From an optimization exercise on the open Yosys and OpenROAD flow, aimed at small area; shortcuts taken in it are not production practice. In this exercise RTL edits were held to simulation tests only and were not proved equivalent to the original. The flow treats the clock pin as an ideal source, which a real chip does not have.

==> flow/design.v <==
module Counter #(
		parameter WIDTH = 16
	) (
		input enable,
		input reset,
		input clk,
		output reg[WIDTH-1:0] result
		);
	always @(posedge clk) begin
		if (reset) begin
			result <= {WIDTH{1'b0}};
			end
		else if (enable) begin
			result <= result + 1;
			end
		end
	endmodule
module EdgeDetector(
		input sig,
		input clk,
		output rise,
		output fall
		);
	reg prev;  
	always @(posedge clk) begin
		prev <= sig;
		end
	assign rise = sig > prev;
	assign fall = sig < prev;
	endmodule	
module LighthouseTimer #(
		parameter COUNTER_WIDTH = 32,
		parameter CLOCKS_PER_US = 16
	) (
		input envelope,
		input data,
		input clk,
		input reset,
		output [COUNTER_WIDTH-1:0] sync_A_time,
		output [COUNTER_WIDTH-1:0] sync_B_time,
		output [COUNTER_WIDTH-1:0] sweep_time,
		output complete
		);
	localparam DW = 18;
	localparam PW = 16;
	localparam LW = 17;
	localparam TIMEOUT_SYNC_A = 4300*CLOCKS_PER_US;
	localparam TIMEOUT_SYNC_B = 600*CLOCKS_PER_US;
	localparam TIMEOUT_SWEEP = 7000*CLOCKS_PER_US;
	localparam SYNC_PULSE_MIN = 62*CLOCKS_PER_US;
	function [LW-1:0] lfsrStep(input [LW-1:0] s);
		lfsrStep = {s[LW-2:0], ~(s[16] ^ s[13])};
	endfunction
	localparam [LW-1:0] AT_SWEEP = 17'h175f5;
	localparam PULSE_SYNC_A = 2'b10;
	localparam PULSE_SYNC_B = 2'b11;
	localparam PULSE_SWEEP = 2'b01;
	localparam PULSE_SYNC_A_DONE = 2'b00;
	localparam PHASE_WAIT = 2'b00;
	localparam PHASE_TIME_PULSE = 2'b01;
	localparam PHASE_PULSE_COMPLETE = 2'b10;
	localparam PHASE_TIMEOUT = 2'b11;
	reg [1:0] pulse;
	reg [1:0] phase;
	reg prev;
	wire riseDetected = envelope & ~prev;
	wire fallDetected = ~envelope & prev;
	reg [LW-1:0] delay;
	reg delayReset;
	reg pastSweep;
	reg [DW-1:0] track;
	reg [PW-1:0] widthA;
	reg [PW-1:0] widthB;
	reg pulseRun;
	reg pulseOdd;
	wire isA = pulse == PULSE_SYNC_A;
	wire isAc = pulse == PULSE_SYNC_A_DONE;
	assign complete = isAc;
	wire isB = pulse == PULSE_SYNC_B;
	wire isS = pulse == PULSE_SWEEP;
	wire timedOut = isB ? track > TIMEOUT_SYNC_B :
		(isS | complete) ? pastSweep : (pastSweep | track > TIMEOUT_SYNC_A);
	wire trackHold = complete | (isS & (pulseOdd | phase == PHASE_PULSE_COMPLETE));
	wire [DW:0] trackCarry;
	assign trackCarry[0] = ~trackHold;
	wire [DW-1:0] trackNext;
	genvar gi;
	generate for (gi = 0; gi < DW; gi = gi + 1) begin : tinc
		assign trackNext[gi] = track[gi] ^ trackCarry[gi];
		assign trackCarry[gi+1] = track[gi] & trackCarry[gi];
	end endgenerate
	wire [PW:0] bCarry;
	assign bCarry[0] = isB & phase == PHASE_TIME_PULSE;
	wire [PW-1:0] widthBNext;
	generate for (gi = 0; gi < PW; gi = gi + 1) begin : binc
		assign widthBNext[gi] = widthB[gi] ^ bCarry[gi];
		assign bCarry[gi+1] = widthB[gi] & bCarry[gi];
	end endgenerate
	wire shortA = track < SYNC_PULSE_MIN - 1;
	wire shortB = widthB < SYNC_PULSE_MIN;
	wire restart = reset |
		(phase == PHASE_WAIT & fallDetected & (isA | isAc)) |
		(phase == PHASE_PULSE_COMPLETE & ((isA & shortA) | (isB & shortB))) |
		(phase == PHASE_TIMEOUT & ~isB);
	wire sweepDone = phase == PHASE_PULSE_COMPLETE & isS;
	assign sync_A_time = {{(COUNTER_WIDTH-PW){1'b0}}, widthA};
	assign sync_B_time = {{(COUNTER_WIDTH-PW){1'b0}}, widthB & {PW{~isB}}};
	assign sweep_time = {{(COUNTER_WIDTH-DW){1'b0}}, track & {DW{complete}}};
	always @(posedge clk) begin
		prev <= envelope;
		if (delayReset) begin
			delay <= {LW{1'b0}};
			pastSweep <= 1'b0;
		end else begin
			delay <= lfsrStep(delay);
			if (delay == AT_SWEEP) pastSweep <= 1'b1;
		end
		if ((delayReset & ~complete) | (restart & complete))
			track <= {DW{1'b0}};
		else
			track <= trackNext;
		pulseOdd <= pulseRun & ~pulseOdd;
		if (restart)
			widthB <= {PW{1'b0}};
		else
			widthB <= widthBNext;
		if (restart)
			widthA <= {PW{1'b0}};
		else if (phase == PHASE_PULSE_COMPLETE & isA)
			widthA <= trackNext[PW-1:0];
		delayReset <= restart | sweepDone;
		if (reset)
			pulseRun <= 1'b0;
		else if (phase == PHASE_WAIT & fallDetected)
			pulseRun <= 1'b1;
		else if (phase == PHASE_TIME_PULSE & riseDetected)
			pulseRun <= 1'b0;
		else if (restart)
			pulseRun <= 1'b0;
		if (reset)
			phase <= PHASE_WAIT;
		else case (phase)
			PHASE_WAIT:
				if (timedOut)
					phase <= PHASE_TIMEOUT;
				else if (fallDetected)
					phase <= PHASE_TIME_PULSE;
			PHASE_TIME_PULSE:
				if (riseDetected)
					phase <= PHASE_PULSE_COMPLETE;
			default:
				phase <= PHASE_WAIT;
		endcase
		if (restart)
			pulse <= PULSE_SYNC_A;
		else if (phase == PHASE_PULSE_COMPLETE)
			pulse <= isA ? PULSE_SYNC_B : isB ? PULSE_SWEEP : PULSE_SYNC_A_DONE;
		else if (phase == PHASE_TIMEOUT)
			pulse <= PULSE_SWEEP;
	end
endmodule
clock: 10.0 ns
lec_check: 0
cap_margin: 20
core_margin: 2
core_utilization: 85
place_density: 0.92
slew_margin: 20
standard.sh (not shown) runs the stock make flow with config.mk's settings and CLKGATE_MAP_FILE= SYNTH_SCRIPT=/design/flow/synth_recipe.tcl, a recipe that flattens the netlist after the stock synthesis.
==> flow/flow/run.sh <==
#!/bin/bash
# The standard layout (standard.sh: the standard synthesis and ORFS flow), with these
# placement/CTS choices changed:
#  - the tie-low cell is not duplicated per load (one conb_1 drives the constant-zero outputs);
#  - every input and output port still gets its own buffer, but a buf_1 rather than the
#    resizer's default pick;
#  - after global placement, logic cells are sized down to the smallest drive of their
#    family (flow/downsize.tcl); the resizer's repair_design then fixes any slew or
#    capacitance this breaks, and later repair_timing any timing;
#  - CTS inserts no dummy load cells, and after CTS each clock buffer is made as small as
#    keeps every register clock pin's slew at or under 100 ps (flow/clk_downsize.tcl).
# ORFS writes each step's full log under orfs/logs; make's own output goes to standard.log.
set -euo pipefail
export SKIP_REPAIR_TIE_FANOUT=1
export BUFFER_PORTS_ARGS="-buffer_cell sky130_fd_sc_hd__buf_1"
export POST_GLOBAL_PLACE_TCL="$PWD/flow/downsize.tcl"
export CTS_ARGS="-sink_clustering_enable -repair_clock_nets -dont_use_dummy_load"
export POST_CTS_TCL="$PWD/flow/clk_downsize.tcl"
bash standard.sh > standard.log 2>&1
Other scripts of this flow, unchanged in this note and not shown: flow/flow/clk_downsize.tcl, flow/flow/downsize.tcl
Change:
--- a/flow/config.mk
+++ b/flow/config.mk
@@ -10,2 +10,2 @@
-export CORE_UTILIZATION = 85
-export PLACE_DENSITY = 0.92
+export CORE_UTILIZATION = 70
+export PLACE_DENSITY = 0.8
Outcome: The changed run passed the timing, design-rule and antenna checks; worst setup slack is better by 0.063 ns; hold slack is better by 0.023 ns; global-route usage goes down by 8.0 points; wire length goes down by 9.0%.
Change:
--- a/flow/config.mk
+++ b/flow/config.mk
@@ -10,2 +10,2 @@
-export CORE_UTILIZATION = 70
-export PLACE_DENSITY = 0.8
+export CORE_UTILIZATION = 90
+export PLACE_DENSITY = 0.95
Effect: The changed run died in global placement without I/O (3_1_place_gp_skip_io) with GPL-0301; area after synthesis stays the same; synthesized cell count does not change.

==> re-timing with driven ports <==
How much do the figures lean on ideal ports? The routed layouts below were timed once more, with nothing changed but the port constraints.
Step 1: set_driving_cell puts a clkbuf_16 on clk and a buf_2 on each other input, an assumption about the parent block.
Step 2 times the ports against the registers' clock, not the clock port: input delays grow and output delays shrink by t, the midpoint of the rising clock arrivals with the driver on.
a / b / c = ideal / step 1 / step 2; a / b = the first two.
| run | shift t [ns] | slack for setup (ns) | latest minus earliest clock arrival (ns) | worst slew at a driven data input, ns |
|---|---|---|---|---|
| the first run | 0.490 | 5.653 / 5.653 / 5.653 | 0.028 / 0.028 | 0.03 |
| the second run | 0.506 | 5.716 / 5.716 / 5.716 | 0.034 / 0.034 | 0.03 |
After both steps every run listed still meets setup and hold.
